Context: an optimization exercise on an open-source flow, tuned for small area. The choices shown serve that exercise and are no tape-out recipe. Only simulation tests tie the RTL to the original design; equivalence was not proved. No run shown here takes its clock network from TritonCTS; it comes from the design's own scripts or RTL. The clock port is modelled as an ideal driver, which makes a skipped or thinned clock tree look cheaper than it is; a real chip needs a root buffer or a tree. Power is estimated from default activity; no workload was simulated.

$ cat standard.sh
#!/bin/bash
# synth_recipe.tcl (not shown) runs the flow's synth.tcl, then flattens the netlist and writes it again
# the make line also repeats each setting of config.mk as NAME=value (left out here)
make -C /OpenROAD-flow-scripts/flow DESIGN_CONFIG=/design/flow/config.mk WORK_HOME=/design/flow/orfs CLKGATE_MAP_FILE= SYNTH_SCRIPT=/design/flow/synth_recipe.tcl "${@:-finish}"
$ cat flow/downsize.tcl
# Downsize logic cells to drive strength 1 where timing, slew and
# capacitance limits still hold. Clock-tree cells are left alone.
proc downsize_logic {min_slack} {
  set changed 0
  set area_saved 0.0
  foreach inst [get_cells *] {
    set ref [get_property $inst ref_name]
    if {![regexp {^(sky130_fd_sc_hd__[a-z0-9]+)_([0-9]+)$} $ref -> base drv]} { continue }
    if {$drv <= 1} { continue }
    if {[string match "*clkbuf*" $base] || [string match "*clkinv*" $base]} { continue }
    set target ""
    foreach d {1 2} {
      if {$d >= $drv} { break }
      if {[llength [get_lib_cells -quiet */${base}_$d]] > 0} { set target ${base}_$d; break }
    }
    if {$target eq ""} { continue }
    replace_cell $inst $target
    if {[sta::worst_slack -max] < $min_slack || [sta::max_slew_violation_count] > 0 \
        || [sta::max_capacitance_violation_count] > 0} {
      replace_cell $inst $ref
    } else {
      incr changed
      puts "downsize: [get_property $inst full_name] $ref -> $target"
    }
  }
  puts "downsize: $changed cells"
}
downsize_logic 0.5
$ cat config.mk
export PLATFORM = sky130hd
export DESIGN_NAME = TLP_Detector
export DESIGN_NICKNAME = TLP_Detector
export VERILOG_FILES = /design/flow/design.v
export SDC_FILE = /design/flow/constraint.sdc
export NUM_CORES = 4
export LEC_CHECK = 0
export CAP_MARGIN = 20
export CORE_MARGIN = 2
export CORE_UTILIZATION = 72
export SLEW_MARGIN = 20
$ cat flow/clock_tree.tcl
# A small balanced clock tree in place of TritonCTS: the flip-flops are split
# by placement into CLK_GROUPS groups of near-equal size (halving alternately
# by x and by y), and each group is driven by one CLK_LEAF_CELL placed at the
# group's centre. The clock port drives those buffers, or one CLK_ROOT_CELL
# that drives them.
proc split_groups {pts n by_x} {
  if {$n <= 1} { return [list $pts] }
  set idx [expr {$by_x ? 1 : 2}]
  set s [lsort -real -index $idx $pts]
  set h [expr {[llength $s] / 2}]
  set n1 [expr {$n / 2}]
  return [concat [split_groups [lrange $s 0 [expr {$h - 1}]] $n1 [expr {!$by_x}]] \
                 [split_groups [lrange $s $h end] [expr {$n - $n1}] [expr {!$by_x}]]]
}

proc clock_tree_synthesis {args} {
  set block [ord::get_db_block]
  set clk_net [$block findNet $::env(CLK_PORT_NET)]
  set master [[ord::get_db] findMaster $::env(CLK_LEAF_CELL)]
  set pts {}
  foreach it [$clk_net getITerms] {
    set inst [$it getInst]
    set bb [$inst getBBox]
    lappend pts [list $it [expr {([$bb xMin] + [$bb xMax]) / 2}] [expr {([$bb yMin] + [$bb yMax]) / 2}]]
  }
  set groups [split_groups $pts $::env(CLK_GROUPS) 1]
  # optional root buffer between the clock port and the leaf buffers
  set src_net $clk_net
  if {[info exists ::env(CLK_ROOT_CELL)] && $::env(CLK_ROOT_CELL) ne ""} {
    set src_net [odb::dbNet_create $block "clknet_root"]
    $src_net setSigType CLOCK
    set root [odb::dbInst_create $block [[ord::get_db] findMaster $::env(CLK_ROOT_CELL)] "clkbuf_root"]
    set sx 0; set sy 0
    foreach p $pts { set sx [expr {$sx + [lindex $p 1]}]; set sy [expr {$sy + [lindex $p 2]}] }
    $root setLocation [expr {$sx / [llength $pts]}] [expr {$sy / [llength $pts]}]
    $root setPlacementStatus PLACED
    [$root findITerm A] connect $clk_net
    [$root findITerm X] connect $src_net
  }
  set g 0
  foreach grp $groups {
    set net [odb::dbNet_create $block "clknet_leaf_$g"]
    $net setSigType CLOCK
    set buf [odb::dbInst_create $block $master "clkbuf_leaf_$g"]
    set sx 0; set sy 0
    foreach p $grp {
      set it [lindex $p 0]
      $it disconnect
      $it connect $net
      set sx [expr {$sx + [lindex $p 1]}]
      set sy [expr {$sy + [lindex $p 2]}]
    }
    set n [llength $grp]
    $buf setLocation [expr {$sx / $n}] [expr {$sy / $n}]
    $buf setPlacementStatus PLACED
    [$buf findITerm A] connect $src_net
    [$buf findITerm X] connect $net
    puts "clock_tree: clkbuf_leaf_$g drives $n flip-flops"
    incr g
  }
  $clk_net setSigType CLOCK
  set_propagated_clock [all_clocks]
}
$ cat flow/run.sh
#!/bin/bash
set -euo pipefail
export CLK_PORT_NET=clk
export CLK_GROUPS=${CLK_GROUPS:-8}
export CLK_LEAF_CELL=${CLK_LEAF_CELL:-sky130_fd_sc_hd__clkbuf_8}
export CLK_ROOT_CELL=${CLK_ROOT_CELL:-sky130_fd_sc_hd__clkbuf_4}
bash standard.sh \
  "BUFFER_PORTS_ARGS=-buffer_cell sky130_fd_sc_hd__buf_1" \
  "PRE_CTS_TCL=$PWD/flow/clock_tree.tcl" \
  "POST_CTS_TCL=$PWD/flow/downsize.tcl" \
  finish > standard_flow.log 2>&1
$ cat design.v
module counter (input clk, input reset, input datak, input stp, output fin);
localparam [4:0] SEED = 5'b00001;
localparam [4:0] LAST = 5'b00011;  
reg [4:0] st;
wire [4:0] step = {st[3:0], st[4] ^ st[2]};
assign fin = (st == LAST);
always @(posedge clk)
	if (!reset) st <= 5'b00000;
	else if (stp) st <= SEED;
	else if (datak || fin) st <= 5'b00000;
	else st <= step;
endmodule
module decoder (input [7:0] data_in , output reg[9:0] data_out);
always @(*)
begin
case(data_in)
8'h00:data_out = 10'd1;
8'h01:data_out = 10'd2;
8'h02:data_out = 10'd4;
8'h42:data_out = 10'd8;
8'h04:data_out = 10'd16;
8'h44:data_out = 10'd32;
8'h05:data_out = 10'd64;
8'h45:data_out = 10'd128;
8'h0a:data_out = 10'd256;
8'h4a:data_out = 10'd512;
default: data_out = 10'd0;
endcase
end
endmodule
module TLP_Detector #(parameter width = 8)
       (input clk,
	input reset,
	input [7:0] data_in,
	input datak,
	output reg [3:0] tlp_count,
	output [159:0] TLP,
	output MRd, output MWr, output IORd, output IOWr,
	output CfgRd0, output CfgWr0, output CfgRd1, output CfgWr1, output Cpl, output CplD
	);
reg [151:0] sh_n;
always @(posedge clk)
	sh_n <= {sh_n[143:0], ~data_in};
wire stp = datak && data_in == 8'hFB;
wire fin;    
counter framing (.clk(clk), .reset(reset), .datak(datak), .stp(stp), .fin(fin));
wire hit = reset && datak && data_in == 8'hFD && fin;
reg det_n;
always @(posedge clk)
	det_n <= ~hit;
always @(posedge clk or negedge reset)
	if (!reset) tlp_count <= 4'b0000;
	else if (hit) tlp_count <= tlp_count + 1'b1;
wire det = ~det_n;
assign TLP[7:0] = {8{det}} & 8'hFB;
genvar i;
generate
	for (i = 1; i <= 18; i = i + 1) begin : g_byte
		assign TLP[8*i+7:8*i] = ~({8{det_n}} | sh_n[8*(19-i)+7:8*(19-i)]);
	end
endgenerate
assign TLP[159:152] = {8{det}} & 8'hFD;
wire [9:0] dec;
decoder fsmdecoder(~sh_n[8*16+7:8*16], dec);
assign {CplD, Cpl, CfgWr1, CfgRd1, CfgWr0, CfgRd0, IOWr, IORd, MWr, MRd} = {10{det}} & dec;
endmodule
$ cat constraint.sdc
create_clock -name core_clock -period 5.0 [get_ports {clk}]
set_input_delay 1.0000 -clock core_clock [delete_from_list [all_inputs] [get_ports {clk}]]
set_output_delay 1.0000 -clock core_clock [all_outputs]
set_load 0.01 [all_outputs]
==> results of run 1 <==
placed cells by master, fill, tap and decap left out:
| cell | count |
|---|---|
| sky130_fd_sc_hd__buf_1 | 182 |
| sky130_fd_sc_hd__xnor2_1 | 2 |
| sky130_fd_sc_hd__clkbuf_4 | 1 |
| sky130_fd_sc_hd__o41ai_1 | 1 |
| sky130_fd_sc_hd__or4b_1 | 1 |
| sky130_fd_sc_hd__o31a_1 | 1 |
| sky130_fd_sc_hd__nor4_1 | 3 |
| sky130_fd_sc_hd__dfrtp_1 | 4 |
| sky130_fd_sc_hd__and2_1 | 4 |
| sky130_fd_sc_hd__nand4_1 | 3 |
| sky130_fd_sc_hd__nand4b_1 | 1 |
| sky130_fd_sc_hd__xor2_1 | 2 |
| sky130_fd_sc_hd__clkbuf_8 | 8 |
| sky130_fd_sc_hd__dfxtp_1 | 157 |
| sky130_fd_sc_hd__nor3_1 | 4 |
| sky130_fd_sc_hd__nor3b_1 | 1 |
| sky130_fd_sc_hd__nand3b_1 | 2 |
| sky130_fd_sc_hd__nor2_1 | 148 |
| sky130_fd_sc_hd__dfxtp_4 | 1 |
| sky130_fd_sc_hd__ha_1 | 1 |
| sky130_fd_sc_hd__buf_4 | 1 |
| sky130_fd_sc_hd__nor2b_1 | 1 |
| sky130_fd_sc_hd__mux2_1 | 1 |
| sky130_fd_sc_hd__nand3_1 | 3 |
| sky130_fd_sc_hd__conb_1 | 2 |
| sky130_fd_sc_hd__inv_1 | 12 |
| sky130_fd_sc_hd__nand2_1 | 3 |
power breakdown:
group	total [mW]	internal (mW)	switching, mW
registers	1.39	1.36	0.0338
logic	0.0122	0.00507	0.00710
clock network	0.484	0.154	0.330
sequential cells by signal, summed over array words and instances, names as in the netlist:
register	count
tlp_count	4
framing.st	5
det_n	1
sh_n	152
metrics by stage:
stage | util | power, mW
global placement | 0.840 | 1.43
detailed placement | 0.840 | 1.43
global route | 0.856 | 1.95
finish | 0.856 | 1.89
floorplan | - | 1.42
worst max-delay path by stage:
stage	start	to	slack, ns	cells past startpoint
2_1_floorplan	det_n$_DFF_P_	TLP[0]	2.46	5
3_3_place_gp	det_n$_DFF_P_	TLP[49]	2.27	3
3_5_place_dp	det_n$_DFF_P_	TLP[49]	2.22	3
5_1_grt	det_n$_DFF_P_	TLP[40]	1.52	3
6_report	det_n$_DFF_P_	TLP[49]	1.74	3
routing by layer:
metal,vias to the layer above,wire [um],global-route usage,share of wire
met5,-,0,0,0
met4,0,74,0.0356,0.0090
met3,9,721,0.0533,0.088
met2,125,4130,0.403,0.50
met1,1350,3280,0.274,0.40
li1,1494,-,-,-
cell families after synthesis:
logic type      count (synthesis)  share of synthesized area
simple gates                  174                      0.170
flops                         162                      0.758
buf+inv                        45                     0.0532
other cells                     1                   0.000871
xor+xnor                        4                    0.00814
fa+ha+maj                       1                    0.00291
compound gates                  2                    0.00436
mux                             1                    0.00262
final cells by class:
type	instances	area [um^2]
Multi-Input combinational cell	184	796
Timing Repair Buffer	183	691
Inverter	12	45.0
Tap cell	75	93.8
Fill cell	352	841
Sequential cell	162	3270
Buffer	9	118
==> results.toml, run 1 <==
[yosys]
ys_top_cells_by_area = "sky130_fd_sc_hd__dfxtp_1, sky130_fd_sc_hd__nor2_1, sky130_fd_sc_hd__buf_4"
yosysSeqAreaShare = 0.758
yosysTopAreaCellShare = 0.735
netlist-cell-type-count = 27
synth_edf_count = 0
synthesized_cell_area_um2 = 4310
syn_warnings = 3
synth.cells.most_frequent = "sky130_fd_sc_hd__dfxtp_1, sky130_fd_sc_hd__nor2_1, sky130_fd_sc_hd__buf_4, sky130_fd_sc_hd__clkbuf_1, sky130_fd_sc_hd__inv_1"
synth_top_area_cell = "sky130_fd_sc_hd__dfxtp_1"
ys_ff_latch = 162
synth.most_common_cell = "sky130_fd_sc_hd__dfxtp_1"
synth_async_sr_flop_share = 0.0247
post_synth_inst_count = 390
dominantRegCellSynth = "sky130_fd_sc_hd__dfxtp_1"
postSynthAreaPerCell_um2 = 11.0

[die]
die_w_um = 81.3
core.rowCount = 28
ioPinCount = 185
die_area_um2 = 6610
initial_core_util = 0.736
die_height_um = 81.3
coreArea_um2 = 5850

[flow_run]
max_cap_violations = 0

[place]
placement.setup.worst_slack_ns = 2.22
place_inst = 616
placed_area_um2 = 4910
port_buffers = 182
gp_routability_congestion = 0.731
half_perimeter_wire_length_after_detailed_placement_mm = 6.07

[sta]
timing.clock.skew_ns = 0.00812
final_critical_path_setup_slack_ns = 1.74
grt_setup_unrepaired = "no"
hold_viol_final = 0
final-setup-viol-count = 0
min_period_over_period = 0.652
slew_viol_final = 0
max_clock_freq_mhz = 307
tightestPinTransition_ns = 0.973
max-slew-margin-rel = 0.351
finalCriticalPeriod_ns = 3.26
setup-tns-final_ns = 0
hold-worst-slack_ns = 0.340

[finish]
layout-drive-gt1-share = 0.0200
layout.nets = 564
final_cell_area_um2 = 5010
finish.cell_count_without_fillers = 625
antenna_cells_inserted = 0
areaGrowthSynthToFinish_pct = 16.4

[global_routing]
grt_pass1_vias = 2439
antenna_violations_before_repair = 0
global_route.overflow_total = 0
grt_pass1_wl_mm = 11.5
pin_count_of_the_biggest_net_entering_global_routing = 104
grt_usage = 0.223

[worst_setup_path]
critPathArrivalTime_ns = 2.26
worstPathMaxFanout = 103
reg2reg_depth = 3
r2r_start = "framing.st[2]$_SDFF_PP0_"
critPathSlowestCell = "sky130_fd_sc_hd__dfxtp_4"
crit_required_ns = 4.00
r2r_setup_slack_ns = 3.03
cp.buffers_inverters = 2
rr_endpoint = "tlp_count[1]$_DFFE_PN0P_"
worstSetupEndpointType = "primary output"
timing_worst_setup_path_type = "flop to primary output"
maximum_cell_stage_delay_along_the_critical_path_ns = 0.99
worst_setup_path_start_kind = "flop"
path_cells = "buf_4 -> nor2_1 -> buf_1"
critPathTopFamily = "flip-flops"

[clock_network]
clk_pin_slew_worst_paths_ns = 0.11
worstSkewPairLatency_ns = 0.45

[worst_hold_path]
holdCritStartpoint = "sh_n[7]$_DFF_P_"
worstHoldPathCells = 0
timing.hold.worst_endpoint = "sh_n[15]$_DFF_P_"
min_path_type = "flop to flop"

[pwr]
leakagePower_nw = 2.04
pwr_density_cell_nw_per_um2 = 376
max-vdd-ir-drop_mv = 0.298

[detailed_routing]
initialDrtViolationCount = 123
remaining_drc_errors = 0
finalWirelength_mm = 8.21
drt-vias-per-instance = 4.76
routed_wire_length_per_instance_um = 13.1
drt_pre_antenna_iters = 4
drtAntennaViolNets = 0
num_vias = 2978

[run_status]
status = "timing/DRC/antenna clean"
==> inputs of run 2 (changes only) <==
--- a/flow/run.sh
+++ b/flow/run.sh
@@ -5,3 +5,3 @@
 export CLK_LEAF_CELL=${CLK_LEAF_CELL:-sky130_fd_sc_hd__clkbuf_8}
-export CLK_ROOT_CELL=${CLK_ROOT_CELL:-sky130_fd_sc_hd__clkbuf_4}
+export CLK_ROOT_CELL=${CLK_ROOT_CELL:-sky130_fd_sc_hd__clkbuf_8}
 bash standard.sh \
--- a/config.mk
+++ b/config.mk
@@ -9,3 +9,3 @@
 export CORE_MARGIN = 2
-export CORE_UTILIZATION = 72
+export CORE_UTILIZATION = 70
 export SLEW_MARGIN = 20
==> run 2 against run 1 <==
  * First-iteration DRC count down 36%
  * Setup slack improved by 0.078 ns
  * Global-route usage is 0.95 points lower
  * Largest cell class unchanged
  * Cell count did not move
  * Via count down 1.4%
  * Die area rose by 2.7%
  * Core utilization down 0.91 points
  * Maximum frequency up 2.4%
  * Clock skew is 0.0025 ns lower
  * Clock power up 2%
==> results.toml, run 2 <==
[run_status]
status = "timing/DRC/antenna clean"

[detailed_routing]
routed_wire_length_per_instance_um = 12.9
finalWirelength_mm = 8.05
drtAntennaViolNets = 0
initialDrtViolationCount = 79
num_vias = 2937
drt-vias-per-instance = 4.70
drt_pre_antenna_iters = 4
remaining_drc_errors = 0

[finish]
layout.nets = 564
final_common_cell = "sky130_fd_sc_hd__buf_1"
fillCellCount = 348
max_flop_register = "sh_n"
largest_register_ff_count = 152
antenna_cells_inserted = 0
finish.cell_count_without_fillers = 625
final_cell_mix = "sky130_fd_sc_hd__buf_1, sky130_fd_sc_hd__dfxtp_1, sky130_fd_sc_hd__nor2_1"
multiInputGateArea_um2 = 796
ff_latch_area_um2 = 3270
top_regs = "sh_n (152), framing.st (5), tlp_count (4)"
layout-drive-gt1-share = 0.0200
areaGrowthSynthToFinish_pct = 16.5

[sta]
hold_viol_final = 0
hold-worst-slack_ns = 0.338
grt_setup_unrepaired = "no"
final_critical_path_setup_slack_ns = 1.82
slew_viol_final = 0
finalCriticalPeriod_ns = 3.18
final-setup-viol-count = 0
tightestPinTransition_ns = 0.937
max_clock_freq_mhz = 314
max-slew-margin-rel = 0.375
timing.clock.skew_ns = 0.00559
setup-tns-final_ns = 0
min_period_over_period = 0.636

[worst_setup_path]
critPathSlowestCell = "sky130_fd_sc_hd__dfxtp_4"
worst_setup_path_start_kind = "flop"
timing_worst_setup_path_type = "flop to primary output"
critPathArrivalTime_ns = 2.18
rr_endpoint = "tlp_count[1]$_DFFE_PN0P_"
worstSetupEndpointType = "primary output"
r2r_start = "framing.st[2]$_SDFF_PP0_"
reg2reg_depth = 3
crit_required_ns = 4.00
r2r_setup_slack_ns = 3.00
maximum_cell_stage_delay_along_the_critical_path_ns = 0.96
worstPathMaxFanout = 101
path_cells = "buf_4 -> nor2_1 -> buf_1"

[yosys]
synth.most_common_cell = "sky130_fd_sc_hd__dfxtp_1"
synth.cells.most_frequent = "sky130_fd_sc_hd__dfxtp_1, sky130_fd_sc_hd__nor2_1, sky130_fd_sc_hd__buf_4, sky130_fd_sc_hd__clkbuf_1, sky130_fd_sc_hd__inv_1"
synth_top_area_cell = "sky130_fd_sc_hd__dfxtp_1"
netlist-cell-type-count = 27
ys_ff_latch = 162
postSynthAreaPerCell_um2 = 11.0
yosysSeqAreaShare = 0.758
synth_async_sr_flop_share = 0.0247
synth_edf_count = 0
ys_top_cells_by_area = "sky130_fd_sc_hd__dfxtp_1, sky130_fd_sc_hd__nor2_1, sky130_fd_sc_hd__buf_4"
dominantRegCellSynth = "sky130_fd_sc_hd__dfxtp_1"
synthesized_cell_area_um2 = 4310
syn_warnings = 3
post_synth_inst_count = 390
yosysTopAreaCellShare = 0.735

[clock_network]
clk_pin_slew_worst_paths_ns = 0.11
worstSkewPairLatency_ns = 0.37

[die]
ioPinCount = 185
die_area_um2 = 6790
coreArea_um2 = 5920
core.rowCount = 28
die_w_um = 82.4
initial_core_util = 0.727
die_height_um = 82.4

[global_routing]
grt_pass1_vias = 2495
global_route.overflow_total = 0
grt_usage = 0.213
antenna_violations_before_repair = 0
grt_pass1_wl_mm = 11.3
pin_count_of_the_biggest_net_entering_global_routing = 102

[place]
half_perimeter_wire_length_after_detailed_placement_mm = 5.96
placement.setup.worst_slack_ns = 2.25
port_buffers = 182
place_inst = 616
gp_routability_congestion = 0.768

[worst_hold_path]
worstHoldPathCells = 0
timing.hold.worst_endpoint = "sh_n[14]$_DFF_P_"
holdCritStartpoint = "sh_n[6]$_DFF_P_"
min_path_type = "flop to flop"

[pwr]
max-vdd-ir-drop_mv = 0.313
leakagePower_nw = 2.04
pwr_density_cell_nw_per_um2 = 377

[flow_run]
max_cap_violations = 0
## run 2: where the power goes
part / total, mW / leakage [nW] / internal (mW) / switching (mW)
Sequential: 1.39 / 1.39 / 1.36 / 0.0346
Combinational: 0.0114 / 0.590 / 0.00507 / 0.00637
Clock: 0.492 / 0.0647 / 0.165 / 0.327
## run 2: through the flow
stage                     instance area [um^2]  utilization  power (mW)
final                                     5020        0.847        1.89
after global routing                      5020        0.847        1.97
after detailed placement                  4910        0.830        1.43
after global placement                    4910        0.830        1.43
after floorplan                           4310            -        1.42
## run 2: final cells by class
cell class / instances / area share
Buffer: 9 / 0.0247
Inverter: 12 / 0.00898
Multi-Input combinational cell: 184 / 0.159
Sequential cell: 162 / 0.651
Tap cell: 75 / 0.0187
Timing Repair Buffer: 183 / 0.138
## run 2: worst max-delay path, delay by kind of cell (launching register included)
family	cells	cell delay, ns
DFF	1	0.96
and+or+nand+nor	1	0.12
buffers and inverters	2	0.67
## run 2: logic make-up (layout without fill, tap and decap cells)
group / Yosys count / in the layout / share of synthesized area
compound gates: 2 / 2 / 0.00436
mux: 1 / 1 / 0.00262
buf+inv: 45 / 204 / 0.0532
flops: 162 / 162 / 0.758
simple gates: 174 / 174 / 0.170
xor+xnor: 4 / 4 / 0.00814
fa+ha+maj: 1 / 1 / 0.00291
other cells: 1 / 2 / 0.000871
## run 2: how the worst max path moves through the flow
stage,from,end,cells after the start
6_report,det_n$_DFF_P_,TLP[118],3
5_1_grt,det_n$_DFF_P_,TLP[117],3
3_5_place_dp,det_n$_DFF_P_,TLP[118],3
3_3_place_gp,det_n$_DFF_P_,TLP[91],3
2_1_floorplan,det_n$_DFF_P_,TLP[0],5
## run 2: routing by layer
layer / global-route usage / wire (um) / up-vias
li1: - / - / 1484
met1: 0.261 / 3230 / 1323
met2: 0.394 / 4040 / 124
met3: 0.0467 / 722 / 6
met4: 0.0267 / 53 / 0
met5: 0 / 0 / -
==> inputs of run 3 (changes only) <==
--- a/flow/run.sh
+++ b/flow/run.sh
@@ -5,3 +5,4 @@
 export CLK_LEAF_CELL=${CLK_LEAF_CELL:-sky130_fd_sc_hd__clkbuf_8}
-export CLK_ROOT_CELL=${CLK_ROOT_CELL:-sky130_fd_sc_hd__clkbuf_8}
+export CLK_ROOT_CELL=${CLK_ROOT_CELL:-sky130_fd_sc_hd__clkbuf_4}
+export CLK_KMEANS_ITERS=${CLK_KMEANS_ITERS:-10}
 bash standard.sh \
--- a/flow/clock_tree.tcl
+++ b/flow/clock_tree.tcl
@@ -15,2 +15,30 @@
 
+# Lloyd's k-means on the groups' points, started from the halving split,
+# to make each group more compact.
+proc refine_groups {groups iters} {
+  set pts [concat {*}$groups]
+  for {set i 0} {$i < $iters} {incr i} {
+    set cs {}
+    foreach grp $groups {
+      if {[llength $grp] == 0} { continue }
+      set sx 0; set sy 0
+      foreach p $grp { set sx [expr {$sx + [lindex $p 1]}]; set sy [expr {$sy + [lindex $p 2]}] }
+      lappend cs [list [expr {double($sx) / [llength $grp]}] [expr {double($sy) / [llength $grp]}]]
+    }
+    set new {}
+    foreach c $cs { lappend new {} }
+    foreach p $pts {
+      set best 0; set bd 1e30; set k 0
+      foreach c $cs {
+        set d [expr {([lindex $p 1] - [lindex $c 0]) ** 2 + ([lindex $p 2] - [lindex $c 1]) ** 2}]
+        if {$d < $bd} { set bd $d; set best $k }
+        incr k
+      }
+      lset new $best [concat [lindex $new $best] [list $p]]
+    }
+    set groups $new
+  }
+  return $groups
+}
+
 proc clock_tree_synthesis {args} {
@@ -26,2 +54,5 @@
   set groups [split_groups $pts $::env(CLK_GROUPS) 1]
+  if {[info exists ::env(CLK_KMEANS_ITERS)]} {
+    set groups [refine_groups $groups $::env(CLK_KMEANS_ITERS)]
+  }
   # optional root buffer between the clock port and the leaf buffers
@@ -41,2 +72,3 @@
   foreach grp $groups {
+    if {[llength $grp] == 0} { continue }
     set net [odb::dbNet_create $block "clknet_leaf_$g"]
==> run 3 against run 2 <==
  * Sequential share of layout area increased by 0.081 points
  * Clock skew up 0.015 ns
  * Core utilization shrank 0.11 points
  * First-iteration DRC count fell by 1.3%
  * Register-to-register slack worse by 0.02 ns
  * Critical path depth is the same
  * Maximum frequency down 1.4%
  * Clock power decreased by 2%
  * Synthesized cell count did not move
  * Still clean on timing, DRC and antenna
  * Setup slack got worse by 0.045 ns
==> results.toml, run 3 <==
[yosys]
ys_ff_latch = 162
syn_warnings = 3
netlist-cell-type-count = 27
fraction_of_synthesized_cell_area_in_xor_and_xnor_cells = 0.00814
synth_top_family_by_area = "simple AND/OR/NAND/NOR gates"
yosys.area_share.simple = 0.170
synth.cells.most_frequent = "sky130_fd_sc_hd__dfxtp_1, sky130_fd_sc_hd__nor2_1, sky130_fd_sc_hd__buf_4, sky130_fd_sc_hd__clkbuf_1, sky130_fd_sc_hd__inv_1"
synthesized_cell_area_um2 = 4310
synth_top_area_cell = "sky130_fd_sc_hd__dfxtp_1"
synth_async_sr_flop_share = 0.0247
synth.most_common_cell = "sky130_fd_sc_hd__dfxtp_1"
dominantRegCellSynth = "sky130_fd_sc_hd__dfxtp_1"
yosysSeqAreaShare = 0.758
ys_top_cells_by_area = "sky130_fd_sc_hd__dfxtp_1, sky130_fd_sc_hd__nor2_1, sky130_fd_sc_hd__buf_4"
compound_gate_portion_of_the_synthesized_area = 0.00436
post_synth_inst_count = 390
synth.mux.area_fraction = 0.00262
postSynthAreaPerCell_um2 = 11.0
synth_area_in_adders = 0.00291
yosysTopAreaCellShare = 0.735
synth_edf_count = 0

[detailed_routing]
num_vias = 2932
drt_pre_antenna_iters = 4
drt-vias-per-instance = 4.69
finalWirelength_mm = 8.17
routed_wire_length_per_instance_um = 13.1
remaining_drc_errors = 0
initialDrtViolationCount = 78
drtAntennaViolNets = 0

[pwr]
power.internal_mw = 1.51
netSwitchingFraction = 0.196
leakagePower_nw = 2.04
power_frac_comb = 0.006
share_of_total_power_in_the_clock_network = 0.256
pwr_density_cell_nw_per_um2 = 376
total_power_mw = 1.88
power.share.sequential = 0.738
max-vdd-ir-drop_mv = 0.340
power.net_switching_mw = 0.370

[place]
half_perimeter_wire_length_after_detailed_placement_mm = 5.96
placed_area_um2 = 4910
port_buffers = 182
gp_routability_congestion = 0.768
placement.setup.worst_slack_ns = 2.25

[sta]
min_period_over_period = 0.646
slew_viol_final = 0
grt_setup_unrepaired = "no"
max-slew-margin-rel = 0.377
finalCriticalPeriod_ns = 3.23
timing.clock.skew_ns = 0.0206
final_critical_path_setup_slack_ns = 1.77
final-setup-viol-count = 0
hold_viol_final = 0
setup-tns-final_ns = 0
max_clock_freq_mhz = 310
tightestPinTransition_ns = 0.935

[die]
initial_core_util = 0.727
die_area_um2 = 6790
coreArea_um2 = 5920
die_w_um = 82.4
die_height_um = 82.4
ioPinCount = 185
core.rowCount = 28

[finish]
antenna_cells_inserted = 0
final_cell_mix = "sky130_fd_sc_hd__buf_1, sky130_fd_sc_hd__dfxtp_1, sky130_fd_sc_hd__nor2_1"
layout-drive-gt1-share = 0.0200
areaGrowthSynthToFinish_pct = 16.4
max_flop_register = "sh_n"
final_core_util = 0.846
fillCellCount = 347
final_cell_area_um2 = 5010
final_common_cell = "sky130_fd_sc_hd__buf_1"
layout.nets = 564
largest_register_ff_count = 152
top_regs = "sh_n (152), framing.st (5), tlp_count (4)"

[worst_hold_path]
min_path_type = "flop to flop"

[worst_setup_path]
timing_worst_setup_path_type = "flop to primary output"
worstPathMaxFanout = 101
critPathArrivalTime_ns = 2.23
crit_required_ns = 4.00
worst_setup_path_start_kind = "flop"
worstSetupEndpointType = "primary output"

[clock_network]
worstSkewPairLatency_ns = 0.44
clk_pin_slew_worst_paths_ns = 0.12

[global_routing]
antenna_violations_before_repair = 0
pin_count_of_the_biggest_net_entering_global_routing = 102
grt_pass1_vias = 2477
grt_pass1_wl_mm = 11.4
grt_usage = 0.216
global_route.overflow_total = 0

[flow_run]
max_cap_violations = 0

[run_status]
status = "timing/DRC/antenna clean"
run 3: cell counts after synthesis:
No cell type changed its count.
run 3: logic make-up (layout without fill, tap and decap cells):
logic type	after synthesis	after routing
flops	162	162
other cells	1	2
buf+inv	45	204
xor+xnor	4	4
simple gates	174	174
mux	1	1
fa+ha+maj	1	1
compound gates	2	2
run 3: area by class of cell:
class                           count  area, um^2  share of cell area
Sequential cell                   162        3270               0.652
Multi-Input combinational cell    184         796               0.159
Timing Repair Buffer              183         691               0.138
Buffer                              9         118              0.0235
Tap cell                           75        93.8              0.0187
Inverter                           12        45.0             0.00899
run 3: worst paths after layout:
path | start | endpoint | slack [ns] | depth (start not counted)
worst min register to register | sh_n[6]$_DFF_P_ | sh_n[14]$_DFF_P_ | 0.32 | 0
min in group asynchronous | reset | tlp_count[0]$_DFFE_PN0P_ | 0.38 | 1
worst max register to register | framing.st[2]$_SDFF_PP0_ | tlp_count[1]$_DFFE_PN0P_ | 2.98 | 3
worst min-delay path | sh_n[6]$_DFF_P_ | sh_n[14]$_DFF_P_ | 0.32 | 0
worst max-delay path | det_n$_DFF_P_ | TLP[118] | 1.77 | 3
max in group asynchronous | reset | tlp_count[2]$_DFFE_PN0P_ | 4.41 | 1
run 3: worst max-delay path: stages, from the launching register on:
cell and delay, ns:
sky130_fd_sc_hd__dfxtp_4 0.97, sky130_fd_sc_hd__buf_4 0.51, sky130_fd_sc_hd__nor2_1 0.12, sky130_fd_sc_hd__buf_1 0.14
run 3: power by group through the flow:
stage                     registers [mW]  clock network (mW)  logic (mW)
after floorplan                     1.41                   0     0.00884
after global placement              1.42                   0      0.0119
after detailed placement            1.42                   0      0.0124
after global routing                1.40               0.537      0.0131
final                               1.39               0.483      0.0116
run 3: per-stage QoR:
stage	cells	hold slack (ns)
finish	625	0.324
global placement	616	0.310
floorplan	391	0.310
detailed placement	616	0.314
global route	625	0.339
run 3: per-layer routing:
metal  up-vias  routed length, um  GRT usage
li1       1493                  -          -
met1      1311               3380      0.262
met2       124               4040      0.404
met3         4                715     0.0467
met4         0                 44     0.0217
met5         -                  0          0
==> inputs of run 4 (changes only) <==
--- a/flow/run.sh
+++ b/flow/run.sh
@@ -6,3 +6,2 @@
 export CLK_ROOT_CELL=${CLK_ROOT_CELL:-sky130_fd_sc_hd__clkbuf_4}
-export CLK_KMEANS_ITERS=${CLK_KMEANS_ITERS:-10}
 bash standard.sh \
--- a/flow/clock_tree.tcl
+++ b/flow/clock_tree.tcl
@@ -15,30 +15,2 @@
 
-# Lloyd's k-means on the groups' points, started from the halving split,
-# to make each group more compact.
-proc refine_groups {groups iters} {
-  set pts [concat {*}$groups]
-  for {set i 0} {$i < $iters} {incr i} {
-    set cs {}
-    foreach grp $groups {
-      if {[llength $grp] == 0} { continue }
-      set sx 0; set sy 0
-      foreach p $grp { set sx [expr {$sx + [lindex $p 1]}]; set sy [expr {$sy + [lindex $p 2]}] }
-      lappend cs [list [expr {double($sx) / [llength $grp]}] [expr {double($sy) / [llength $grp]}]]
-    }
-    set new {}
-    foreach c $cs { lappend new {} }
-    foreach p $pts {
-      set best 0; set bd 1e30; set k 0
-      foreach c $cs {
-        set d [expr {([lindex $p 1] - [lindex $c 0]) ** 2 + ([lindex $p 2] - [lindex $c 1]) ** 2}]
-        if {$d < $bd} { set bd $d; set best $k }
-        incr k
-      }
-      lset new $best [concat [lindex $new $best] [list $p]]
-    }
-    set groups $new
-  }
-  return $groups
-}
-
 proc clock_tree_synthesis {args} {
@@ -54,5 +26,2 @@
   set groups [split_groups $pts $::env(CLK_GROUPS) 1]
-  if {[info exists ::env(CLK_KMEANS_ITERS)]} {
-    set groups [refine_groups $groups $::env(CLK_KMEANS_ITERS)]
-  }
   # optional root buffer between the clock port and the leaf buffers
@@ -72,3 +41,2 @@
   foreach grp $groups {
-    if {[llength $grp] == 0} { continue }
     set net [odb::dbNet_create $block "clknet_leaf_$g"]
==> flow/downsize.tcl (replaced) <==
# Downsize logic cells to drive strength 1 (else 2) where timing, slew and
# capacitance limits still hold. Clock-tree cells are left alone.
proc downsize_logic {min_slack} {
  set changed 0
  foreach inst [get_cells *] {
    set ref [get_property $inst ref_name]
    if {![regexp {^(sky130_fd_sc_hd__[a-z0-9]+)_([0-9]+)$} $ref -> base drv]} { continue }
    if {$drv <= 1} { continue }
    if {[string match "*clkbuf*" $base] || [string match "*clkinv*" $base]} { continue }
    foreach d {1 2} {
      if {$d >= $drv} { break }
      set target ${base}_$d
      if {[llength [get_lib_cells -quiet */$target]] == 0} { continue }
      replace_cell $inst $target
      if {[sta::worst_slack -max] < $min_slack || [sta::max_slew_violation_count] > 0 \
          || [sta::max_capacitance_violation_count] > 0} {
        replace_cell $inst $ref
      } else {
        incr changed
        puts "downsize: [get_property $inst full_name] $ref -> $target"
        break
      }
    }
  }
  puts "downsize: $changed cells"
}
downsize_logic 0.5
==> run 4 against run 3 <==
  * Register-to-register slack better by 0.02 ns
  * Largest power group unchanged
  * Critical endpoint unchanged
  * Critical path type unchanged
  * Critical path depth stayed put
  * Synthesized cell count stayed put
  * Largest cell class unchanged
  * Global-route usage fell by 0.25 points
==> results.toml, run 4 <==
[die]
ioPinCount = 185
coreArea_um2 = 5920
initial_core_util = 0.727
die_w_um = 82.4
die_height_um = 82.4
core.rowCount = 28
die_area_um2 = 6790

[finish]
areaGrowthSynthToFinish_pct = 16.3
final_common_cell = "sky130_fd_sc_hd__buf_1"
max_flop_register = "sh_n"
top_regs = "sh_n (152), framing.st (5), tlp_count (4)"
final_cell_mix = "sky130_fd_sc_hd__buf_1, sky130_fd_sc_hd__dfxtp_1, sky130_fd_sc_hd__nor2_1"
layout-drive-gt1-share = 0.0200
finish.cell_count_without_fillers = 625
final_cell_area_um2 = 5010
layout.nets = 564
final_core_util = 0.846
largest_register_ff_count = 152
antenna_cells_inserted = 0

[worst_setup_path]
critPathSlowestCell = "sky130_fd_sc_hd__dfxtp_4"
crit_required_ns = 4.00
path_cells = "buf_2 -> nor2_1 -> buf_1"
worstPathMaxFanout = 101
worst_setup_path_start_kind = "flop"
timing_worst_setup_path_type = "flop to primary output"
worstSetupEndpointType = "primary output"
critPathTopFamily = "flip-flops"
maximum_cell_stage_delay_along_the_critical_path_ns = 0.96
critPathArrivalTime_ns = 2.51
cp.buffers_inverters = 2

[yosys]
synth_edf_count = 0
postSynthAreaPerCell_um2 = 11.0
dominantRegCellSynth = "sky130_fd_sc_hd__dfxtp_1"
synth.mux.area_fraction = 0.00262
synth.cells.most_frequent = "sky130_fd_sc_hd__dfxtp_1, sky130_fd_sc_hd__nor2_1, sky130_fd_sc_hd__buf_4, sky130_fd_sc_hd__clkbuf_1, sky130_fd_sc_hd__inv_1"
synth_area_in_adders = 0.00291
post_synth_inst_count = 390
yosysSeqAreaShare = 0.758
synthesized_cell_area_um2 = 4310
netlist-cell-type-count = 27
synth_async_sr_flop_share = 0.0247
ys_top_cells_by_area = "sky130_fd_sc_hd__dfxtp_1, sky130_fd_sc_hd__nor2_1, sky130_fd_sc_hd__buf_4"
compound_gate_portion_of_the_synthesized_area = 0.00436
yosys.area_share.simple = 0.170
synth_top_area_cell = "sky130_fd_sc_hd__dfxtp_1"
yosysTopAreaCellShare = 0.735
synth_top_family_by_area = "simple AND/OR/NAND/NOR gates"
ys_ff_latch = 162
synth.most_common_cell = "sky130_fd_sc_hd__dfxtp_1"
fraction_of_synthesized_cell_area_in_xor_and_xnor_cells = 0.00814
syn_warnings = 3

[detailed_routing]
drt-vias-per-instance = 4.71
routed_wire_length_per_instance_um = 12.9
num_vias = 2942
finalWirelength_mm = 8.05
drt_pre_antenna_iters = 4
initialDrtViolationCount = 79
drtAntennaViolNets = 0
remaining_drc_errors = 0

[place]
gp_routability_congestion = 0.768
placed_area_um2 = 4910
half_perimeter_wire_length_after_detailed_placement_mm = 5.96
place_inst = 616
port_buffers = 182

[pwr]
pwr_density_cell_nw_per_um2 = 376
max-vdd-ir-drop_mv = 0.312
total_power_mw = 1.88
leakagePower_nw = 2.04

[clock_network]
clk_pin_slew_worst_paths_ns = 0.11
worstSkewPairLatency_ns = 0.44

[sta]
setup-tns-final_ns = 0
slew_viol_final = 0
hold_viol_final = 0
tightestPinTransition_ns = 0.935
max_clock_freq_mhz = 285
timing.clock.skew_ns = 0.00560
max-slew-margin-rel = 0.377
grt_setup_unrepaired = "no"
finalCriticalPeriod_ns = 3.51
min_period_over_period = 0.701
final-setup-viol-count = 0

[global_routing]
grt_pass1_vias = 2495
antenna_violations_before_repair = 0
grt_usage = 0.213
global_route.overflow_total = 0
grt_pass1_wl_mm = 11.3
pin_count_of_the_biggest_net_entering_global_routing = 102

[worst_hold_path]
min_path_type = "flop to flop"

[flow_run]
max_cap_violations = 0

[run_status]
status = "timing/DRC/antenna clean"
-- run 4: layout make-up --
class                   count  area [um^2]
repair buffers            183          688
flip-flops and latches    162         3270
multi-input cells         184          796
inverters                  12         45.0
fillers                   351          913
well taps                  75         93.8
plain buffers               9          118
-- run 4: worst reg2reg max path: cells and delay by family, from the launching register on --
family | cells | cell delay [ns]
simple gates | 2 | 1.15
flops | 1 | 0.36
mux | 1 | 0.38
-- run 4: final timing paths --
path                                          startpoint                  endpoint  slack [ns]  cells after the start
worst max-delay path                       det_n$_DFF_P_                  TLP[118]        1.49                      3
worst min-delay path                     sh_n[6]$_DFF_P_          sh_n[14]$_DFF_P_        0.34                      0
worst max register to register  framing.st[2]$_SDFF_PP0_  tlp_count[1]$_DFFE_PN0P_        3.00                      3
worst min register to register           sh_n[6]$_DFF_P_          sh_n[14]$_DFF_P_        0.34                      0
max in group asynchronous                          reset  tlp_count[2]$_DFFE_PN0P_        4.41                      1
min in group asynchronous                          reset  tlp_count[1]$_DFFE_PN0P_        0.38                      1
-- run 4: per-stage QoR --
| step | hold WS (ns) | setup slack (ns) |
|---|---|---|
| 6_report | 0.338 | 1.49 |
| 5_1_grt | 0.347 | 1.27 |
| 3_5_place_dp | 0.314 | 2.25 |
| 3_3_place_gp | 0.310 | 2.28 |
| 2_1_floorplan | 0.310 | 2.46 |
-- run 4: cells by family after synthesis --
kind of cell / Yosys count
mux: 1
simple gates: 174
compound gates: 2
fa+ha+maj: 1
flops: 162
buf+inv: 45
xor+xnor: 4
other cells: 1
-- run 4: power by group --
part	internal (mW)	leakage, nW	switching [mW]
logic	0.00507	0.588	0.00637
clock network	0.154	0.0621	0.327
registers	1.36	1.39	0.0346
-- run 4: per-layer routing --
metal	vias to the layer above	global-route usage	wire length [um]
li1	1486	-	-
met1	1326	0.261	3230
met5	-	0	0
met4	0	0.0267	53
met2	124	0.394	4050
met3	6	0.0467	725
==> inputs of run 5 (changes only) <==
--- a/flow/run.sh
+++ b/flow/run.sh
@@ -4,4 +4,4 @@
 export CLK_GROUPS=${CLK_GROUPS:-8}
-export CLK_LEAF_CELL=${CLK_LEAF_CELL:-sky130_fd_sc_hd__clkbuf_8}
-export CLK_ROOT_CELL=${CLK_ROOT_CELL:-sky130_fd_sc_hd__clkbuf_4}
+export CLK_LEAF_CELL=${CLK_LEAF_CELL:-sky130_fd_sc_hd__inv_8}
+export CLK_ROOT_CELL=${CLK_ROOT_CELL:-sky130_fd_sc_hd__inv_4}
 bash standard.sh \
--- a/flow/clock_tree.tcl
+++ b/flow/clock_tree.tcl
@@ -13,2 +13,10 @@
                  [split_groups [lrange $s $h end] [expr {$n - $n1}] [expr {!$by_x}]]]
+}
+
+# the output pin of a one-input buffer or inverter
+proc out_iterm {inst} {
+  foreach it [$inst getITerms] {
+    if {[$it isOutputSignal]} { return $it }
+  }
+  error "no output pin on [$inst getName]"
 }
@@ -37,3 +45,3 @@
     [$root findITerm A] connect $clk_net
-    [$root findITerm X] connect $src_net
+    [out_iterm $root] connect $src_net
   }
@@ -56,3 +64,3 @@
     [$buf findITerm A] connect $src_net
-    [$buf findITerm X] connect $net
+    [out_iterm $buf] connect $net
     puts "clock_tree: clkbuf_leaf_$g drives $n flip-flops"
--- a/flow/downsize.tcl
+++ b/flow/downsize.tcl
@@ -9,2 +9,4 @@
     if {[string match "*clkbuf*" $base] || [string match "*clkinv*" $base]} { continue }
+    # the clock tree's own cells (flow/clock_tree.tcl) keep their size
+    if {[string match "clkbuf_*" [get_property $inst full_name]]} { continue }
     foreach d {1 2} {
==> run 5 against run 4 <==
  * Register-to-register slack is essentially flat
  * Die area stayed put
  * Critical endpoint unchanged
  * Area after synthesis unchanged
  * Critical path depth unchanged
  * Highest routed layer unchanged
  * Sequential share of layout area up 0.28 points
  * Critical path type unchanged
  * Still clean on timing, DRC and antenna
  * Global-route usage is 0.14 points lower
  * Flip-flop and latch count is the same
  * Setup slack gained 0.14 ns
  * Synthesized cell count did not move
  * Power is 0.93% lower
==> results.toml, run 5 <==
[pwr]
power.net_switching_mw = 0.443
pwr_density_cell_nw_per_um2 = 374
power.internal_mw = 1.42
max-vdd-ir-drop_mv = 0.282
netSwitchingFraction = 0.237
power_frac_comb = 0.006
leakagePower_nw = 2.03
share_of_total_power_in_the_clock_network = 0.248
power.share.sequential = 0.746
total_power_mw = 1.86

[sta]
grt_setup_unrepaired = "no"
setup-tns-final_ns = 0
final-setup-viol-count = 0
finalCriticalPeriod_ns = 3.36
min_period_over_period = 0.673
slew_viol_final = 0
max-slew-margin-rel = 0.380
max_clock_freq_mhz = 297
timing.clock.skew_ns = 0.00690
tightestPinTransition_ns = 0.930
hold-worst-slack_ns = 0.338
hold_viol_final = 0
final_critical_path_setup_slack_ns = 1.64

[global_routing]
grt_pass1_vias = 2479
global_route.overflow_total = 0
grt_usage = 0.212
antenna_violations_before_repair = 0
pin_count_of_the_biggest_net_entering_global_routing = 102
grt_pass1_wl_mm = 11.2

[place]
port_buffers = 182
gp_routability_congestion = 0.768
place_inst = 616
half_perimeter_wire_length_after_detailed_placement_mm = 5.96
placed_area_um2 = 4910
placement.setup.worst_slack_ns = 2.25

[yosys]
yosys.area_share.simple = 0.170
ys_ff_latch = 162
synth_top_area_cell = "sky130_fd_sc_hd__dfxtp_1"
synthesized_cell_area_um2 = 4310
fraction_of_synthesized_cell_area_in_xor_and_xnor_cells = 0.00814
postSynthAreaPerCell_um2 = 11.0
synth_edf_count = 0
yosysSeqAreaShare = 0.758
syn_warnings = 3
ys_top_cells_by_area = "sky130_fd_sc_hd__dfxtp_1, sky130_fd_sc_hd__nor2_1, sky130_fd_sc_hd__buf_4"
synth_async_sr_flop_share = 0.0247
synth_area_in_adders = 0.00291
compound_gate_portion_of_the_synthesized_area = 0.00436
netlist-cell-type-count = 27
post_synth_inst_count = 390
synth.mux.area_fraction = 0.00262
synth.most_common_cell = "sky130_fd_sc_hd__dfxtp_1"
synth_top_family_by_area = "simple AND/OR/NAND/NOR gates"
yosysTopAreaCellShare = 0.735
dominantRegCellSynth = "sky130_fd_sc_hd__dfxtp_1"
synth.cells.most_frequent = "sky130_fd_sc_hd__dfxtp_1, sky130_fd_sc_hd__nor2_1, sky130_fd_sc_hd__buf_4, sky130_fd_sc_hd__clkbuf_1, sky130_fd_sc_hd__inv_1"

[worst_setup_path]
worstSetupEndpointType = "primary output"
worstPathMaxFanout = 101
critPathArrivalTime_ns = 2.36
critPathSlowestCell = "sky130_fd_sc_hd__dfxtp_4"
maximum_cell_stage_delay_along_the_critical_path_ns = 0.95
r2r_start = "framing.st[2]$_SDFF_PP0_"
crit_required_ns = 4.00
critPathLaunch = "det_n$_DFF_P_"
path_cells = "buf_2 -> nor2_1 -> buf_1"
worst_setup_path_start_kind = "flop"
timing_worst_setup_path_type = "flop to primary output"

[finish]
fillCellCount = 363
final_common_cell = "sky130_fd_sc_hd__buf_1"
largest_register_ff_count = 152
final_cell_area_um2 = 4990
max_flop_register = "sh_n"
top_regs = "sh_n (152), framing.st (5), tlp_count (4)"
layout-drive-gt1-share = 0.0200
finish.cell_count_without_fillers = 625
areaGrowthSynthToFinish_pct = 15.8
final_core_util = 0.842
final_cell_mix = "sky130_fd_sc_hd__buf_1, sky130_fd_sc_hd__dfxtp_1, sky130_fd_sc_hd__nor2_1"
antenna_cells_inserted = 0
layout.nets = 564

[worst_hold_path]
holdCritStartpoint = "sh_n[2]$_DFF_P_"
min_path_type = "flop to flop"

[die]
die_area_um2 = 6790
coreArea_um2 = 5920
initial_core_util = 0.727
die_w_um = 82.4
ioPinCount = 185
die_height_um = 82.4
core.rowCount = 28

[detailed_routing]
routed_wire_length_per_instance_um = 12.7
drtAntennaViolNets = 0
remaining_drc_errors = 0
drt_pre_antenna_iters = 4
finalWirelength_mm = 7.95
drt-vias-per-instance = 4.70
num_vias = 2936
initialDrtViolationCount = 101

[run_status]
status = "timing/DRC/antenna clean"

[clock_network]
clk_pin_slew_worst_paths_ns = 0.11
worstSkewPairLatency_ns = 0.31

[flow_run]
max_cap_violations = 0
[run 5: cell counts after synthesis]
Identical to the previous run, type by type.
[run 5: per-layer routing]
metal  track usage  up-vias  share of wire
li1              -     1493              -
met1         0.260     1311           0.42
met2         0.389      121           0.48
met3        0.0489       11          0.091
met4        0.0283        0          0.011
met5             0        -              0
[run 5: layout make-up]
cell class,count,area (um^2),share of cell area
well taps,75,93.8,0.0188
repair buffers,183,688,0.138
inverters,21,141,0.0284
multi-input cells,184,796,0.160
flip-flops and latches,162,3270,0.655
[run 5: kinds of logic (layout without fill, tap and decap cells)]
family / Yosys count / count (layout)
other cells: 1 / 2
simple gates: 174 / 174
flops: 162 / 162
buf+inv: 45 / 204
compound gates: 2 / 2
mux: 1 / 1
fa+ha+maj: 1 / 1
xor+xnor: 4 / 4
[run 5: power groups by stage]
stage	clock network [mW]	registers (mW)	logic, mW
floorplan	0	1.41	0.00884
global placement	0	1.42	0.0119
detailed placement	0	1.42	0.0124
global route	0.526	1.40	0.0130
finish	0.462	1.39	0.0114
[run 5: worst paths after layout]
check,end,slack [ns],cells after the start
setup / recovery,TLP[118],1.64,3
hold / removal,sh_n[10]$_DFF_P_,0.34,0
setup reg to reg,tlp_count[1]$_DFFE_PN0P_,3.00,3
hold reg to reg,sh_n[10]$_DFF_P_,0.34,0
max in group asynchronous,tlp_count[2]$_DFFE_PN0P_,4.27,1
min in group asynchronous,tlp_count[0]$_DFFE_PN0P_,0.52,1
[run 5: critical path, delay by kind of cell (launching register included)]
family,cells,cell delay (ns)
flip-flops,1,0.95
buffers and inverters,2,0.88
AND/OR/NAND/NOR,1,0.15
==> inputs of run 6 (changes only) <==
--- a/flow/run.sh
+++ b/flow/run.sh
@@ -5,3 +5,3 @@
 export CLK_LEAF_CELL=${CLK_LEAF_CELL:-sky130_fd_sc_hd__inv_8}
-export CLK_ROOT_CELL=${CLK_ROOT_CELL:-sky130_fd_sc_hd__inv_4}
+export CLK_ROOT_CELL=${CLK_ROOT_CELL:-sky130_fd_sc_hd__inv_8}
 bash standard.sh \
==> run 6 against run 5 <==
  * Critical path depth did not move
  * Still clean on timing, DRC and antenna
  * Critical path type unchanged
  * Setup slack improved by 0.11 ns
  * Critical endpoint unchanged
  * Cell count did not move
  * Wire length barely moved
  * Global-route usage did not move
==> results.toml, run 6 <==
[yosys]
synth_top_area_cell = "sky130_fd_sc_hd__dfxtp_1"
synth.most_common_cell = "sky130_fd_sc_hd__dfxtp_1"
ys_top_cells_by_area = "sky130_fd_sc_hd__dfxtp_1, sky130_fd_sc_hd__nor2_1, sky130_fd_sc_hd__buf_4"
postSynthAreaPerCell_um2 = 11.0
synth.cells.most_frequent = "sky130_fd_sc_hd__dfxtp_1, sky130_fd_sc_hd__nor2_1, sky130_fd_sc_hd__buf_4, sky130_fd_sc_hd__clkbuf_1, sky130_fd_sc_hd__inv_1"
netlist-cell-type-count = 27
synthesized_cell_area_um2 = 4310
synth_async_sr_flop_share = 0.0247
syn_warnings = 3
dominantRegCellSynth = "sky130_fd_sc_hd__dfxtp_1"
yosysSeqAreaShare = 0.758
synth_edf_count = 0
post_synth_inst_count = 390
yosysTopAreaCellShare = 0.735
ys_ff_latch = 162

[sta]
grt_setup_unrepaired = "no"
setup-tns-final_ns = 0
finalCriticalPeriod_ns = 3.25
max_clock_freq_mhz = 307
min_period_over_period = 0.650
final_critical_path_setup_slack_ns = 1.75
max-slew-margin-rel = 0.379
hold_viol_final = 0
slew_viol_final = 0
tightestPinTransition_ns = 0.931
final-setup-viol-count = 0
timing.clock.skew_ns = 0.00737

[finish]
largest_register_ff_count = 152
top_regs = "sh_n (152), framing.st (5), tlp_count (4)"
antenna_cells_inserted = 0
areaGrowthSynthToFinish_pct = 15.9
final_cell_mix = "sky130_fd_sc_hd__buf_1, sky130_fd_sc_hd__dfxtp_1, sky130_fd_sc_hd__nor2_1"
max_flop_register = "sh_n"
layout-drive-gt1-share = 0.0200
final_common_cell = "sky130_fd_sc_hd__buf_1"
layout.nets = 564

[worst_hold_path]
min_path_type = "flop to flop"

[global_routing]
pin_count_of_the_biggest_net_entering_global_routing = 102
global_route.overflow_total = 0
antenna_violations_before_repair = 0
grt_pass1_wl_mm = 11.2
grt_pass1_vias = 2479
grt_usage = 0.212

[die]
initial_core_util = 0.727
coreArea_um2 = 5920
core.rowCount = 28
ioPinCount = 185
die_w_um = 82.4
die_area_um2 = 6790
die_height_um = 82.4

[detailed_routing]
initialDrtViolationCount = 100
routed_wire_length_per_instance_um = 12.7
remaining_drc_errors = 0
drt_pre_antenna_iters = 4
num_vias = 2933
finalWirelength_mm = 7.96
drt-vias-per-instance = 4.69
drtAntennaViolNets = 0

[pwr]
pwr_density_cell_nw_per_um2 = 374
leakagePower_nw = 2.03
max-vdd-ir-drop_mv = 0.283

[worst_setup_path]
worstPathMaxFanout = 101
worst_setup_path_start_kind = "flop"
crit_required_ns = 4.00
critPathArrivalTime_ns = 2.25
timing_worst_setup_path_type = "flop to primary output"
worstSetupEndpointType = "primary output"

[flow_run]
max_cap_violations = 0

[run_status]
status = "timing/DRC/antenna clean"

[place]
gp_routability_congestion = 0.768
half_perimeter_wire_length_after_detailed_placement_mm = 5.96
port_buffers = 182
placement.setup.worst_slack_ns = 2.25

[clock_network]
worstSkewPairLatency_ns = 0.20
clk_pin_slew_worst_paths_ns = 0.09
run 6: cell counts after synthesis:
No cell type changed its count.
run 6: layout make-up:
| cell class | instances | area [um^2] |
|---|---|---|
| flip-flops and latches | 162 | 3270 |
| well taps | 75 | 93.8 |
| multi-input cells | 184 | 796 |
| fillers | 362 | 930 |
| inverters | 21 | 146 |
| repair buffers | 183 | 688 |
run 6: logic make-up after synthesis:
logic type,share of synthesized area
and+or+nand+nor,0.170
buffers and inverters,0.0532
muxes,0.00262
xor gates and xnor gates,0.00814
adders and majority gates,0.00291
other,0.000871
AOI/OAI and AO/OA,0.00436
DFF,0.758
run 6: report_power, final:
group          switching (mW)  internal [mW]  leakage (nW)
sequential             0.0344           1.36          1.39
combinational         0.00635        0.00507         0.588
clock                   0.401         0.0645        0.0545
run 6: critical path, stage by stage, from the launching register on:
cell	delay (ns)
sky130_fd_sc_hd__dfxtp_4	0.95
sky130_fd_sc_hd__buf_2	0.72
sky130_fd_sc_hd__nor2_1	0.15
sky130_fd_sc_hd__buf_1	0.16
run 6: path summary, 6_finish.rpt:
check,from,end,slack [ns],depth (start not counted)
worst min register to register,sh_n[2]$_DFF_P_,sh_n[10]$_DFF_P_,0.34,0
worst min-delay path,sh_n[2]$_DFF_P_,sh_n[10]$_DFF_P_,0.34,0
worst max-delay path,det_n$_DFF_P_,TLP[118],1.75,3
max in group asynchronous,reset,tlp_count[2]$_DFFE_PN0P_,4.16,1
worst max register to register,framing.st[2]$_SDFF_PP0_,tlp_count[1]$_DFFE_PN0P_,3.00,3
min in group asynchronous,reset,tlp_count[0]$_DFFE_PN0P_,0.63,1
run 6: metrics by stage:
step	instance area, um^2	instances	power [mW]	hold WS (ns)	util
finish	4990	625	1.87	0.335	0.843
global route	4990	625	1.94	0.340	0.843
detailed placement	4910	616	1.43	0.314	0.830
global placement	4910	616	1.43	0.310	0.830
floorplan	4310	391	1.42	0.310	-
run 6: routing by layer:
layer  part of all wire  track usage
met4             0.0083       0.0283
met5                  0            0
met3              0.090       0.0489
met2               0.48        0.389
met1               0.42        0.260
==> inputs of run 7 (changes only) <==
--- a/flow/run.sh
+++ b/flow/run.sh
@@ -3,3 +3,3 @@
 export CLK_PORT_NET=clk
-export CLK_GROUPS=${CLK_GROUPS:-8}
+export CLK_GROUPS=${CLK_GROUPS:-6}
 export CLK_LEAF_CELL=${CLK_LEAF_CELL:-sky130_fd_sc_hd__inv_8}
--- a/flow/clock_tree.tcl
+++ b/flow/clock_tree.tcl
@@ -9,4 +9,5 @@
   set s [lsort -real -index $idx $pts]
-  set h [expr {[llength $s] / 2}]
   set n1 [expr {$n / 2}]
+  # points in proportion to the groups on each side
+  set h [expr {([llength $s] * $n1 + $n / 2) / $n}]
   return [concat [split_groups [lrange $s 0 [expr {$h - 1}]] $n1 [expr {!$by_x}]] \
==> run 7 against run 6 <==
  * Still clean on timing, DRC and antenna
  * Power down 1.8%
  * Synthesized cell count unchanged
  * Cell count down 0.32%
  * Hold slack better by 0.0070 ns
  * Wire length up 0.38%
  * Core utilization down 0.38 points
  * Sequential share of layout area up 0.30 points
  * Critical path type unchanged
  * Critical endpoint unchanged
==> results.toml, run 7 <==
[sta]
max-slew-margin-rel = 0.370
max_clock_freq_mhz = 306
slew_viol_final = 0
final-setup-viol-count = 0
hold_viol_final = 0
grt_setup_unrepaired = "no"
setup-tns-final_ns = 0
tightestPinTransition_ns = 0.945
timing.clock.skew_ns = 0.00716
min_period_over_period = 0.653
finalCriticalPeriod_ns = 3.27

[die]
ioPinCount = 185
coreArea_um2 = 5920
die_area_um2 = 6790
die_w_um = 82.4
core.rowCount = 28
initial_core_util = 0.727
die_height_um = 82.4

[place]
gp_routability_congestion = 0.768
half_perimeter_wire_length_after_detailed_placement_mm = 5.96
port_buffers = 182
placed_area_um2 = 4910

[pwr]
total_power_mw = 1.83
leakagePower_nw = 2.02
pwr_density_cell_nw_per_um2 = 369
max-vdd-ir-drop_mv = 0.320

[finish]
max_flop_register = "sh_n"
antenna_cells_inserted = 0
top_regs = "sh_n (152), framing.st (5), tlp_count (4)"
final_cell_mix = "sky130_fd_sc_hd__buf_1, sky130_fd_sc_hd__dfxtp_1, sky130_fd_sc_hd__nor2_1"
areaGrowthSynthToFinish_pct = 15.4
final_common_cell = "sky130_fd_sc_hd__buf_1"
largest_register_ff_count = 152
ff_latch_area_um2 = 3270
multiInputGateArea_um2 = 796
layout-drive-gt1-share = 0.0164
layout.nets = 562
fillCellCount = 366
final_cell_area_um2 = 4970

[worst_hold_path]
min_path_type = "flop to flop"

[worst_setup_path]
worstSetupEndpointType = "primary output"
worstPathMaxFanout = 101
maximum_cell_stage_delay_along_the_critical_path_ns = 0.98
critPathTopFamily = "flip-flops"
critPathSlowestCell = "sky130_fd_sc_hd__dfxtp_4"
cp.buffers_inverters = 2
timing_worst_setup_path_type = "flop to primary output"
crit_required_ns = 4.00
critPathArrivalTime_ns = 2.27
path_cells = "buf_2 -> nor2_1 -> buf_1"
worst_setup_path_start_kind = "flop"

[yosys]
netlist-cell-type-count = 27
yosysSeqAreaShare = 0.758
synthesized_cell_area_um2 = 4310
synth_edf_count = 0
postSynthAreaPerCell_um2 = 11.0
synth.cells.most_frequent = "sky130_fd_sc_hd__dfxtp_1, sky130_fd_sc_hd__nor2_1, sky130_fd_sc_hd__buf_4, sky130_fd_sc_hd__clkbuf_1, sky130_fd_sc_hd__inv_1"
synth_async_sr_flop_share = 0.0247
ys_top_cells_by_area = "sky130_fd_sc_hd__dfxtp_1, sky130_fd_sc_hd__nor2_1, sky130_fd_sc_hd__buf_4"
dominantRegCellSynth = "sky130_fd_sc_hd__dfxtp_1"
synth.most_common_cell = "sky130_fd_sc_hd__dfxtp_1"
syn_warnings = 3
yosysTopAreaCellShare = 0.735
ys_ff_latch = 162
post_synth_inst_count = 390
synth_top_area_cell = "sky130_fd_sc_hd__dfxtp_1"

[global_routing]
grt_pass1_vias = 2464
global_route.overflow_total = 0
antenna_violations_before_repair = 0
grt_usage = 0.210
pin_count_of_the_biggest_net_entering_global_routing = 102
grt_pass1_wl_mm = 11.1

[detailed_routing]
routed_wire_length_per_instance_um = 12.8
drtAntennaViolNets = 0
finalWirelength_mm = 7.99
remaining_drc_errors = 0
drt_pre_antenna_iters = 4
num_vias = 2920
drt-vias-per-instance = 4.69
initialDrtViolationCount = 89

[clock_network]
worstSkewPairLatency_ns = 0.20
clk_pin_slew_worst_paths_ns = 0.12

[run_status]
status = "timing/DRC/antenna clean"

[flow_run]
max_cap_violations = 0
[run 7: cell counts after synthesis]
Identical to the previous run, type by type.
[run 7: layer usage]
metal	GRT usage	routed length, um	up-vias
li1	-	-	1486
met1	0.258	3360	1307
met2	0.387	3840	116
met3	0.0457	691	11
met4	0.0267	99	0
met5	0	0	-
[run 7: cell type report]
class,instances,share of cell area
flip-flops and latches,162,0.658
multi-input cells,184,0.160
repair buffers,183,0.139
inverters,19,0.0249
well taps,75,0.0189
[run 7: cell families after synthesis]
| group | share of synthesized area |
|---|---|
| AND/OR/NAND/NOR | 0.170 |
| buffers and inverters | 0.0532 |
| multiplexers | 0.00262 |
| flip-flops | 0.758 |
| adder cells (fa/ha/maj) | 0.00291 |
| XOR/XNOR | 0.00814 |
| other | 0.000871 |
| AO/OA/AOI/OAI | 0.00436 |
[run 7: metrics by stage]
| step | hold slack (ns) | instances | utilization | worst slack (ns) |
|---|---|---|---|---|
| after floorplan | 0.310 | 391 | - | 2.46 |
| after global placement | 0.310 | 616 | 0.830 | 2.28 |
| after global routing | 0.346 | 623 | 0.839 | 1.53 |
| after detailed placement | 0.314 | 616 | 0.830 | 2.25 |
| final | 0.342 | 623 | 0.839 | 1.73 |
[run 7: path summary, 6_finish.rpt]
path	from	end	slack (ns)	cells past startpoint
max in group asynchronous	reset	tlp_count[2]$_DFFE_PN0P_	4.16	1
worst max-delay path	det_n$_DFF_P_	TLP[118]	1.73	3
min in group asynchronous	reset	tlp_count[1]$_DFFE_PN0P_	0.63	1
worst min-delay path	sh_n[2]$_DFF_P_	sh_n[10]$_DFF_P_	0.34	0
worst min register to register	sh_n[2]$_DFF_P_	sh_n[10]$_DFF_P_	0.34	0
worst max register to register	framing.st[2]$_SDFF_PP0_	tlp_count[1]$_DFFE_PN0P_	2.99	3
[run 7: power by group]
part	internal [mW]	total, mW	leakage [nW]	switching [mW]
Clock	0.0533	0.431	0.0424	0.378
Sequential	1.36	1.39	1.39	0.0345
Combinational	0.00507	0.0114	0.588	0.00635
==> inputs of run 8 (changes only) <==
--- a/flow/run.sh
+++ b/flow/run.sh
@@ -3,3 +3,3 @@
 export CLK_PORT_NET=clk
-export CLK_GROUPS=${CLK_GROUPS:-6}
+export CLK_GROUPS=${CLK_GROUPS:-7}
 export CLK_LEAF_CELL=${CLK_LEAF_CELL:-sky130_fd_sc_hd__inv_8}
==> run 8 against run 7 <==
  * Area after synthesis unchanged
  * Sequential power about the same
  * Setup slack better by 0.024 ns
  * Maximum frequency rose by 0.73%
  * Clock power increased by 4%
  * Flip-flop and latch count did not move
  * Largest cell class unchanged
  * Largest power group unchanged
==> results.toml, run 8 <==
[detailed_routing]
finalWirelength_mm = 7.94
drt_pre_antenna_iters = 4
drt-vias-per-instance = 4.66
num_vias = 2908
drtAntennaViolNets = 0
initialDrtViolationCount = 81

[worst_hold_path]
worstHoldPathCells = 0
holdCritStartpoint = "sh_n[2]$_DFF_P_"
min_path_type = "flop to flop"
timing.hold.worst_endpoint = "sh_n[10]$_DFF_P_"

[sta]
max_clock_freq_mhz = 308
final-setup-viol-count = 0
max-slew-margin-rel = 0.379
finalCriticalPeriod_ns = 3.24
timing.clock.skew_ns = 0.00640
setup-tns-final_ns = 0
hold-worst-slack_ns = 0.338
slew_viol_final = 0
hold_viol_final = 0

[yosys]
synth.cells.most_frequent = "sky130_fd_sc_hd__dfxtp_1, sky130_fd_sc_hd__nor2_1, sky130_fd_sc_hd__buf_4, sky130_fd_sc_hd__clkbuf_1, sky130_fd_sc_hd__inv_1"
yosys.area_share.simple = 0.170
syn_warnings = 3
synth_top_area_cell = "sky130_fd_sc_hd__dfxtp_1"
synthesized_cell_area_um2 = 4310
synth_async_sr_flop_share = 0.0247
synth_top_family_by_area = "simple AND/OR/NAND/NOR gates"
ys_top_cells_by_area = "sky130_fd_sc_hd__dfxtp_1, sky130_fd_sc_hd__nor2_1, sky130_fd_sc_hd__buf_4"
postSynthAreaPerCell_um2 = 11.0
yosysSeqAreaShare = 0.758
fraction_of_synthesized_cell_area_in_xor_and_xnor_cells = 0.00814
post_synth_inst_count = 390
compound_gate_portion_of_the_synthesized_area = 0.00436
ys_ff_latch = 162
synth.mux.area_fraction = 0.00262
synth_edf_count = 0
synth_area_in_adders = 0.00291
netlist-cell-type-count = 27
synth.most_common_cell = "sky130_fd_sc_hd__dfxtp_1"

[worst_setup_path]
r2r_setup_slack_ns = 3.00
critPathArrivalTime_ns = 2.24
crit_required_ns = 4.00
worstSetupEndpointType = "primary output"
worstPathMaxFanout = 101
timing_worst_setup_path_type = "flop to primary output"

[pwr]
netSwitchingFraction = 0.232
share_of_total_power_in_the_clock_network = 0.242
leakagePower_nw = 2.02
power.net_switching_mw = 0.429
power.internal_mw = 1.42

[finish]
final_cell_mix = "sky130_fd_sc_hd__buf_1, sky130_fd_sc_hd__dfxtp_1, sky130_fd_sc_hd__nor2_1"
layout.nets = 563
antenna_cells_inserted = 0
multiInputGateArea_um2 = 796
final_core_util = 0.841
max_flop_register = "sh_n"

[place]
gp_routability_congestion = 0.768
half_perimeter_wire_length_after_detailed_placement_mm = 5.96
port_buffers = 182

[die]
core.rowCount = 28
die_w_um = 82.4
initial_core_util = 0.727
coreArea_um2 = 5920
die_area_um2 = 6790

[global_routing]
pin_count_of_the_biggest_net_entering_global_routing = 102
grt_usage = 0.210
grt_pass1_wl_mm = 11.2
antenna_violations_before_repair = 0
global_route.overflow_total = 0

[run_status]
status = "timing/DRC/antenna clean"

[clock_network]
clk_pin_slew_worst_paths_ns = 0.10

[flow_run]
max_cap_violations = 0
## run 8: cell counts after synthesis
No cell type changed its count.
## run 8: stage by stage
| step | setup slack [ns] | cell area [um^2] |
|---|---|---|
| after detailed placement | 2.25 | 4910 |
| after floorplan | 2.46 | 4310 |
| final | 1.76 | 4980 |
| after global routing | 1.54 | 4980 |
| after global placement | 2.28 | 4910 |
## run 8: layout make-up
class	count	share of cell area
multi-input cells	184	0.160
flip-flops and latches	162	0.656
repair buffers	183	0.138
well taps	75	0.0188
inverters	20	0.0271
## run 8: kinds of logic after synthesis
family / count (synthesis)
fa+ha+maj: 1
mux: 1
simple gates: 174
xor+xnor: 4
flops: 162
other cells: 1
compound gates: 2
buf+inv: 45
## run 8: worst max-delay path by stage
stage                  startpoint        to  cells past startpoint
global route        det_n$_DFF_P_  TLP[117]                      3
global placement    det_n$_DFF_P_   TLP[91]                      3
floorplan           det_n$_DFF_P_    TLP[0]                      5
finish              det_n$_DFF_P_  TLP[118]                      3
detailed placement  det_n$_DFF_P_  TLP[118]                      3
## run 8: critical path: stages (launching register included)
cell and delay [ns]:
sky130_fd_sc_hd__dfxtp_4 0.97, sky130_fd_sc_hd__buf_2 0.72, sky130_fd_sc_hd__nor2_1 0.15, sky130_fd_sc_hd__buf_1 0.16
## run 8: metal layers
layer / up-vias / share of wire / GRT usage
met1: 1289 / 0.42 / 0.256
li1: 1487 / - / -
met2: 120 / 0.48 / 0.389
met4: 0 / 0.013 / 0.0283
met3: 12 / 0.089 / 0.0457
met5: - / 0 / 0
## run 8: power by group through the flow
stage | Combinational (mW) | Sequential, mW | Clock (mW)
2_1_floorplan | 0.00884 | 1.41 | 0
3_3_place_gp | 0.0119 | 1.42 | 0
3_5_place_dp | 0.0124 | 1.42 | 0
5_1_grt | 0.0130 | 1.40 | 0.507
6_report | 0.0114 | 1.39 | 0.447

Check on run 8: ideal ports give 1.758 ns setup slack; a clkbuf_16 on the clock port and buf_2 on the inputs give 1.711 ns; moving port delays by the midpoint clock arrival (0.241 ns) as well gives 1.952 ns.
